Source: an optimization exercise on an open RTL-to-GDS flow (aim: small area and a short achievable clock period). Production flows keep margins and buffers that such runs may drop. Function was checked by simulation only, so behaviour that the tests miss may differ from the original.

==> flow/design.v <==
module ABC(
    input          clk,
    input          rst_n,
    input          wrdata_en,
    input  [255:0] wrdata_pld,
    input          wrdata_lw,
    input          rdata_en,
    output         rdatardy,
    output         arb_req,
    output         arb_lw,
    output [255:0] arb_pld
    );
reg  [256:0] hd;         
reg          hv;         
reg  [15*257-1:0] ram;   
reg  [14:0]  wp;         
reg  [14:0]  rp;         
reg  [14:0]  occ;        
reg  [15:0]  hsel;       
reg  [3:0]   rcnt;       
reg          rne;        
reg          rfull;      
reg          full;       
reg  [4:0]   pcnt;       
reg          pnz;        
reg          pz;         
reg          nhv;        
reg          hvnp;       
reg          nhvp;       
wire wr = wrdata_en & ~rfull;   
wire rd = rdata_en & ~pz;
assign rdatardy = ~full;
assign arb_req  = rdata_en & pnz;
assign arb_pld  = hd[255:0];
assign arb_lw   = hd[256];
wire [256:0] din = {wrdata_lw, wrdata_pld};
genvar g;
generate
    for (g = 0; g < 15; g = g + 1) begin : g_ent
        wire we   = wp[g] & ~rfull;
        wire keep = occ[g];
        always @(posedge clk)
            ram[g*257 +: 257] <= ({257{we}} & din) | ({257{keep}} & ram[g*257 +: 257]);
    end
endgenerate
wire [3:0] hload;
assign hload[0] = rdata_en ? nhvp : nhv;
assign hload[1] = rdata_en ? ~hvnp : ~hv;
assign hload[2] = (rdata_en & ~pz) | nhv;
assign hload[3] = (rdata_en & ~pz) | ~hv;
reg [256:0] hnext;
integer k;
always @(*) begin
    hnext = {257{hsel[15]}} & din;
    for (k = 0; k < 15; k = k + 1)
        hnext = hnext | ({257{hsel[k]}} & ram[k*257 +: 257]);
end
always @(posedge clk) begin
    hd[63:0]    <= hload[0] ? hnext[63:0]    : (hd[63:0]    & {64{hv}});
    hd[127:64]  <= hload[1] ? hnext[127:64]  : (hd[127:64]  & {64{hv}});
    hd[191:128] <= hload[2] ? hnext[191:128] : (hd[191:128] & {64{hv}});
    hd[256:192] <= hload[3] ? hnext[256:192] : (hd[256:192] & {65{hv}});
end
wire [14:0] wp_r   = {wp[13:0], wp[14]};
wire [14:0] rp_r   = {rp[13:0], rp[14]};
wire [3:0]  rcnt_i = rcnt + 4'd1;
wire [3:0]  rcnt_d = rcnt - 4'd1;
wire        r_is1  = (rcnt == 4'd1);
wire        r_is14 = (rcnt == 4'd14);
reg         hv_n, rne_n, rfull_n;
reg  [3:0]  rcnt_n;
reg  [14:0] wp_n, rp_n, occ_n;
reg  [15:0] hsel_n;
always @(*) begin
    case ({rd, wr})
        2'b01: begin
            hv_n    = 1'b1;
            rne_n   = rne | hv;
            rfull_n = hv & r_is14;
            rcnt_n  = hv ? rcnt_i : rcnt;
            wp_n    = hv ? wp_r : wp;
            rp_n    = rp;
            occ_n   = hv ? (occ | wp) : occ;
            hsel_n  = (hv & ~rne) ? {1'b0, rp} : hsel;
        end
        2'b10: begin
            hv_n    = rne;
            rne_n   = rne & ~r_is1;
            rfull_n = 1'b0;
            rcnt_n  = rne ? rcnt_d : rcnt;
            wp_n    = wp;
            rp_n    = rne ? rp_r : rp;
            occ_n   = rne ? (occ & ~rp) : occ;
            hsel_n  = (rne & ~r_is1) ? {1'b0, rp_r} : 16'h8000;
        end
        2'b11: begin
            hv_n    = 1'b1;
            rne_n   = rne;
            rfull_n = 1'b0;
            rcnt_n  = rcnt;
            wp_n    = rne ? wp_r : wp;
            rp_n    = rne ? rp_r : rp;
            occ_n   = rne ? ((occ & ~rp) | wp) : occ;
            hsel_n  = rne ? {1'b0, rp_r} : 16'h8000;
        end
        default: begin
            hv_n    = hv;
            rne_n   = rne;
            rfull_n = rfull;
            rcnt_n  = rcnt;
            wp_n    = wp;
            rp_n    = rp;
            occ_n   = occ;
            hsel_n  = hsel;
        end
    endcase
end
wire        full_n = hv_n & rfull_n;
wire        padd   = wr & wrdata_lw;
wire        psub   = rd & hd[256];
wire [4:0]  pcnt_i = pcnt + 5'd1;
wire [4:0]  pcnt_d = pcnt - 5'd1;
wire        p_is1  = (pcnt == 5'd1);
reg  [4:0]  pcnt_n;
reg         pnz_n;
always @(*) begin
    case ({padd, psub})
        2'b10:   begin pcnt_n = pcnt_i; pnz_n = 1'b1;   end
        2'b01:   begin pcnt_n = pcnt_d; pnz_n = ~p_is1; end
        default: begin pcnt_n = pcnt;   pnz_n = ~pz;    end
    endcase
end
always @(posedge clk or negedge rst_n) begin
    if (!rst_n) begin
        hv    <= 1'b0;
        wp    <= 15'd1;
        rp    <= 15'd1;
        occ   <= 15'd0;
        hsel  <= 16'h8000;
        rcnt  <= 4'd0;
        rne   <= 1'b0;
        rfull <= 1'b0;
        full  <= 1'b0;
        pcnt  <= 5'd0;
        pnz   <= 1'b0;
        pz    <= 1'b1;
        nhv   <= 1'b1;
        hvnp  <= 1'b0;
        nhvp  <= 1'b1;
    end else begin
        hv    <= hv_n;
        wp    <= wp_n;
        rp    <= rp_n;
        occ   <= occ_n;
        hsel  <= hsel_n;
        rcnt  <= rcnt_n;
        rne   <= rne_n;
        rfull <= rfull_n;
        full  <= full_n;
        pcnt  <= pcnt_n;
        pnz   <= pnz_n;
        pz    <= ~pnz_n;
        nhv   <= ~hv_n;
        hvnp  <= hv_n & ~pnz_n;
        nhvp  <= pnz_n | ~hv_n;
    end
end
endmodule
export LEC_CHECK = 0
export CAP_MARGIN = 20
export CORE_MARGIN = 2
export CORE_UTILIZATION = 65
export SETUP_SLACK_MARGIN = 2.6
export SLEW_MARGIN = 50
create_clock -name core_clock -period 5.5 [get_ports {clk}]
standard.sh (not shown) runs the stock make flow with config.mk's settings and CLKGATE_MAP_FILE= SYNTH_SCRIPT=/design/flow/synth_recipe.tcl, a recipe that flattens the netlist after the stock synthesis.
==> flow/flow/run.sh <==
#!/bin/bash
set -euo pipefail
cd "$(dirname "$0")/.."
here=$(pwd)
bash standard.sh \
  MATCH_CELL_FOOTPRINT=0 \
  "BUFFER_PORTS_ARGS=-buffer_cell sky130_fd_sc_hd__buf_2" \
  "CTS_ARGS=-sink_clustering_enable -repair_clock_nets -root_buf sky130_fd_sc_hd__clkbuf_16 -buf_list sky130_fd_sc_hd__clkbuf_16 -sink_clustering_size 25 -sink_clustering_max_diameter 50" \
  "POST_RESIZE_TCL=$here/flow/upsize.tcl" \
  finish > flow_make.log 2>&1
==> flow/flow/upsize.tcl <==
# Hook run after the placement resizer: the head-word registers, which drive
# the arb_pld/arb_lw port buffers over a long wire, get a stronger drive.
set n_up 0
foreach c [get_cells *] {
  set name [get_full_name $c]
  set ref [get_property $c ref_name]
  if {[regexp {^hd\[[0-9]+\]\$} $name]} {
    set to ""
    if {$ref eq "sky130_fd_sc_hd__dfxtp_1"} {
      set to sky130_fd_sc_hd__dfxtp_2
    }
    if {$to ne ""} {
      replace_cell $c $to
      incr n_up
    }
  }
}
puts "upsize.tcl: upsized $n_up registers"
The starting point produced a clean layout.
Change:
SETUP_SLACK_MARGIN = 2.8   (was 2.6)
What happened: The changed run completed without violations. Wire length came out higher by 0.52%. Critical path depth is unchanged. Register-to-register slack gains 0.14 ns. Synthesized cell count does not change.

[static timing again, ports no longer ideal]
How much do the figures lean on ideal ports? The routed layouts below were timed once more, with nothing changed but the port constraints.
Step 1: set_driving_cell puts a clkbuf_16 on clk and a buf_2 on each other input, an assumption about the parent block.
Step 2 times the ports against the registers' clock, not the clock port: input delays grow and output delays shrink by t, the midpoint of the rising clock arrivals with the driver on.
Slacks: no drivers / after step 1 / after step 2; pairs: no drivers / after step 1.
run | t, ns | setup slack, ns | latest minus earliest clock arrival (ns)
the first run | 1.063 | 2.650 / 2.550 / 1.975 | 0.055 / 0.055
the second run | 1.075 | 2.698 / 2.587 / 2.125 | 0.061 / 0.061
After both steps every run listed still meets setup and hold. The setup slack of the first run, which loses most, moves by -0.100 ns with the drivers and by -0.675 ns with both steps.
